Background: an optimization exercise with open tools, aiming at small area and a short achievable clock period. Do not read the settings as production practice. Only simulation tests tie the RTL to the original design; equivalence was not proved. No activity file was given, so power comes from the tool's default toggle rates.

==> 01-21 <==
// STFT
module STFT (
    input wire clk,
    input wire SAMPLE_VALID,
    input wire signed [23:0] SAMPLE,
    input wire reset,
    output wire wr_en,
    output wire [6:0] wr_idx,
    output wire [31:0] wr_data
);
==> module twiddleROM, before the edit <==
module twiddleROM (
    input wire clk,
    input wire [6:0] read_address,
    output reg [47:0] twiddle
);
function [23:0] mag;    
    input [5:0] m;
    case (m)
        6'd0: mag = 24'h000000;
        6'd1: mag = 24'h00d40e;
        6'd2: mag = 24'h0b2ab6;
        6'd3: mag = 24'h096c0e;
        6'd4: mag = 24'h06a928;
        6'd5: mag = 24'h06606a;
        6'd6: mag = 24'h55254e;
        6'd7: mag = 24'h5b6065;
        6'd8: mag = 24'h582936;
        6'd9: mag = 24'h58ed2a;
        6'd10: mag = 24'h53048d;
        6'd11: mag = 24'h401cb2;
        6'd12: mag = 24'h40e070;
        6'd13: mag = 24'h4b0526;
        6'd14: mag = 24'h482596;
        6'd15: mag = 24'h491990;
        6'd16: mag = 24'h476a02;
        6'd17: mag = 24'h466c8d;
        6'd18: mag = 24'h356982;
        6'd19: mag = 24'h34eca5;
        6'd20: mag = 24'h3b53b0;
        6'd21: mag = 24'h3b1caa;
        6'd22: mag = 24'h382942;
        6'd23: mag = 24'h394d92;
        6'd24: mag = 24'h38d400;
        6'd25: mag = 24'h32aa16;
        6'd26: mag = 24'h335330;
        6'd27: mag = 24'h3305aa;
        6'd28: mag = 24'h331aaa;
        6'd29: mag = 24'h326a70;
        6'd30: mag = 24'h326342;
        6'd31: mag = 24'h324c8e;
        6'd32: mag = 24'h324926;
        default: mag = 24'h000000;
    endcase
endfunction
function [23:0] sgn;    
    input [23:0] e;
    input s;
    sgn = e ^ {8{s, 2'b00}};
endfunction
wire [6:0] ki = read_address;
wire [6:0] kr = read_address + 7'd32;
reg [5:0] mi, mr;
reg si, sr;
always @(posedge clk) begin
    mi <= ki[5] ? 6'd32 - {1'b0, ki[4:0]} : {1'b0, ki[4:0]};
    mr <= kr[5] ? 6'd32 - {1'b0, kr[4:0]} : {1'b0, kr[4:0]};
    si <= ki[6];
    sr <= kr[6];
    twiddle <= {sgn(mag(mr), sr), sgn(mag(mi), si)};
end
endmodule
==> module STFT, before the edit <==
module STFT (
    input wire clk,
    input wire SAMPLE_VALID,
    input wire signed [23:0] SAMPLE,
    input wire reset,
    output wire wr_en,
    output wire [6:0] wr_idx,
    output wire [31:0] wr_data
);
localparam N = 128;
localparam INS = 126;    
reg vq, vq2;
reg [7:0] xs;
always @(posedge clk) begin
    vq  <= SAMPLE_VALID;
    vq2 <= vq;
    xs  <= SAMPLE[23:16];
end
wire rise = vq & ~vq2;
reg [6:0] c;         
reg [6:0] ra;        
reg [6:0] oidx;      
reg feed;            
reg [6:0] n;
reg signed [8:0] d;
reg [7:0] xp;        
reg pend;
reg [6:0] p;         
reg [7:0] xo;        
reg clr;             
reg [6:0] cc;
reg v0, v1, v2;
reg [32*N-1:0] B;    
reg [8*N-1:0]  S;    
always @(posedge clk) begin
    if (reset) begin
        c <= 7'd0;
        ra <= 7'd2;
        oidx <= INS[6:0];
        feed <= 1'b0;
        n <= 7'd0;
        d <= 9'd0;
        pend <= 1'b0;
        p <= 7'd0;
        xo <= 8'd0;
        clr <= 1'b1;
        cc <= 7'd0;
        v0 <= 1'b0;
        v1 <= 1'b0;
        v2 <= 1'b0;
    end else begin
        c <= c + 7'd1;
        ra <= ra + 7'd1;
        oidx <= oidx + 7'd1;
        if (clr) begin
            cc <= cc + 7'd1;
            if (&cc) clr <= 1'b0;
        end
        if (rise) begin
            feed <= 1'b1;
            n <= 7'd0;
            d <= {1'b0, xo} - {1'b0, xs};
            xp <= xs;
            pend <= 1'b1;
        end else if (feed) begin
            n <= n + 7'd1;
            if (&n) begin
                feed <= 1'b0;
                d <= 9'd0;
            end
        end
        if (pend && c == p) begin
            pend <= 1'b0;
            p <= p + 7'd1;
            xo <= S[15:8];
        end
        v0 <= feed;
        v1 <= v0;
        v2 <= v1;
    end
end
wire [47:0] w;
twiddleROM rom (.clk(clk), .read_address(ra), .twiddle(w));
wire [31:0] res;
cMult mul (.clk(clk), .er(w[47:24]), .ei(w[23:0]), .A(B[31:16]), .Xi(B[15:0]),
           .Cr(res[31:16]), .Ci(res[15:0]));
wire [31:0] b1 = B[63:32];
always @(posedge clk) begin
    B <= {B[31:0],
          clr ? 32'd0 : v1 ? res : B[32*(N-1) +: 32],
          B[32*(N-1)-1:64],
          b1[31:16] + {{7{d[8]}}, d}, b1[15:0]};
    S <= {clr ? 8'd0 : (pend && c == p) ? xp : S[7:0], S[8*N-1:8]};
end
assign wr_en = v2;
assign wr_idx = oidx;
assign wr_data = B[32*INS +: 32];
endmodule
Settings: LEC_CHECK=0, CAP_MARGIN=20, CORE_MARGIN=2, CORE_UTILIZATION=62, PLACE_DENSITY=0.75, SLEW_MARGIN=20, SYNTH_MEMORY_MAX_BITS=16384, TNS_END_PERCENT=0; clock period 12.0 ns.
standard.sh (not shown) runs the stock make flow with config.mk's settings and CLKGATE_MAP_FILE= SYNTH_SCRIPT=/design/flow/synth_recipe.tcl, a recipe that flattens the netlist after the stock synthesis.
==> flow/flow/run.sh <==
#!/bin/bash
set -euo pipefail
export CTS_ARGS="-sink_clustering_enable -repair_clock_nets -dont_use_dummy_load -buf_list sky130_fd_sc_hd__clkbuf_16 -sink_clustering_size 30 -sink_clustering_max_diameter 60"
export SETUP_SLACK_MARGIN=8.3
bash standard.sh > standard.log 2>&1
==> inputs of 04-26, as changes to 01-21 <==
--- a/flow/design.v
+++ b/flow/design.v
@@ -1,5 +1,4 @@
 module twiddleROM (
-    input wire clk,
     input wire [6:0] read_address,
-    output reg [47:0] twiddle
+    output wire [47:0] twiddle
 );
@@ -51,11 +50,5 @@
 wire [6:0] kr = read_address + 7'd32;
-reg [5:0] mi, mr;
-reg si, sr;
-always @(posedge clk) begin
-    mi <= ki[5] ? 6'd32 - {1'b0, ki[4:0]} : {1'b0, ki[4:0]};
-    mr <= kr[5] ? 6'd32 - {1'b0, kr[4:0]} : {1'b0, kr[4:0]};
-    si <= ki[6];
-    sr <= kr[6];
-    twiddle <= {sgn(mag(mr), sr), sgn(mag(mi), si)};
-end
+wire [5:0] mi = ki[5] ? 6'd32 - {1'b0, ki[4:0]} : {1'b0, ki[4:0]};
+wire [5:0] mr = kr[5] ? 6'd32 - {1'b0, kr[4:0]} : {1'b0, kr[4:0]};
+assign twiddle = {sgn(mag(mr), kr[6]), sgn(mag(mi), ki[6])};
 endmodule
@@ -3793,3 +3786,2 @@
 reg [6:0] c;         
-reg [6:0] ra;        
 reg [6:0] oidx;      
@@ -3810,3 +3802,2 @@
         c <= 7'd0;
-        ra <= 7'd2;
         oidx <= INS[6:0];
@@ -3825,3 +3816,2 @@
         c <= c + 7'd1;
-        ra <= ra + 7'd1;
         oidx <= oidx + 7'd1;
@@ -3854,4 +3844,6 @@
 end
-wire [47:0] w;
-twiddleROM rom (.clk(clk), .read_address(ra), .twiddle(w));
+wire [47:0] w_next;
+twiddleROM rom (.read_address(c + 7'd1), .twiddle(w_next));
+reg [47:0] w;
+always @(posedge clk) w <= w_next;
 wire [31:0] res;
==> flow/flow/run.sh (replaced) <==
#!/bin/bash
set -euo pipefail
export CTS_ARGS="-sink_clustering_enable -repair_clock_nets -dont_use_dummy_load -buf_list sky130_fd_sc_hd__clkbuf_8"
export SETUP_SLACK_MARGIN=8
bash standard.sh > standard.log 2>&1
Settings changed: CORE_UTILIZATION 62 to 55, PLACE_DENSITY 0.75 to 0.7.
==> notes <==
- 01-21 produced a clean layout. 04-26 ran to the end with no violations.
- In 01-21 the hold slack is worse than in 04-26, by 0.012 ns.
- Between 01-21 and 04-26, the lower combinational power is in 04-26 (gap about 60%, measured against 04-26).
- Against 01-21, the die area of 04-26 is larger by 12%.
- Between 04-26 and 01-21, the lower sequential share of layout area is in 04-26 (gap 2.2 points).
- Of 04-26 and 01-21, 04-26 has the higher count of clock-buffer cells in the layout (gap 514).
- Of 04-26 and 01-21, 01-21 has the higher non-clock buffer count (gap 8).
- In 01-21 the synthesized area is higher than in 04-26, by about 0.7%.
- Design area: 01-21 is smaller than 04-26 (about 2.6%).
==> figures <==
item	01-21	04-26
Overall die height	479 µm	507 µm
Nonclk inv count	656	644
Global Route met3 Usage	0.0527	0.0507
Via-to-Cell Ratio	5.06	4.86
Routed wire length on met3	21,100 µm	19,900 µm
Final total power	0.0426 W	0.0394 W
Tightest slew margin relative to the limit	0.206	0.196
Multi-input comb cells	2,698	2,590
Result of the run	timing/DRC/antenna clean	timing/DRC/antenna clean
Total leakage power	60.0 nW	61.8 nW
Syn Inst Count	9,233	9,081
Time the worst path needs with I/O delays and setup	3.88 ns	4.19 ns
Clk cell area share	0.0385	0.0668
Share of the yosys chip area belonging to registers	0.788	0.790
Resized Gates After CTS	230	127
Final Cycle Share	0.323	0.349
Number of global-route vias before repair	64,700	67,800

## port drivers added, routing unchanged
The flow's constraints put no driver on any port. The routed layouts listed below were extracted and timed again, unchanged, in two steps. Step 1 (the two cells are an assumption about what drives the block):
set clk [get_ports {clk}]
set_driving_cell -lib_cell sky130_fd_sc_hd__clkbuf_16 $clk
set_driving_cell -lib_cell sky130_fd_sc_hd__buf_2 [delete_from_list [all_inputs] $clk]
Step 2, shift: input delay + t, output delay - t, t = (earliest + latest rising clock arrival at the registers) / 2. This alone moves slack from input paths to output paths. Three values: ideal, step 1, step 2; two values: the first two.
| run | t (ns) | setup slack, ns | latest minus earliest clock arrival (ns) | slew at the worst register clock pin (ns) |
|---|---|---|---|---|
| 01-21 | 0.930 | 8.122 / 8.121 / 7.785 | 0.178 / 0.178 | 0.12 / 0.12 |
| 04-26 | 1.093 | 7.813 / 7.813 / 7.797 | 0.173 / 0.173 | 0.07 / 0.07 |
After both steps setup and hold are still met in every run listed. For 01-21, which loses most, drivers alone change the setup slack by -0.001 ns; drivers and shift together by -0.337 ns.
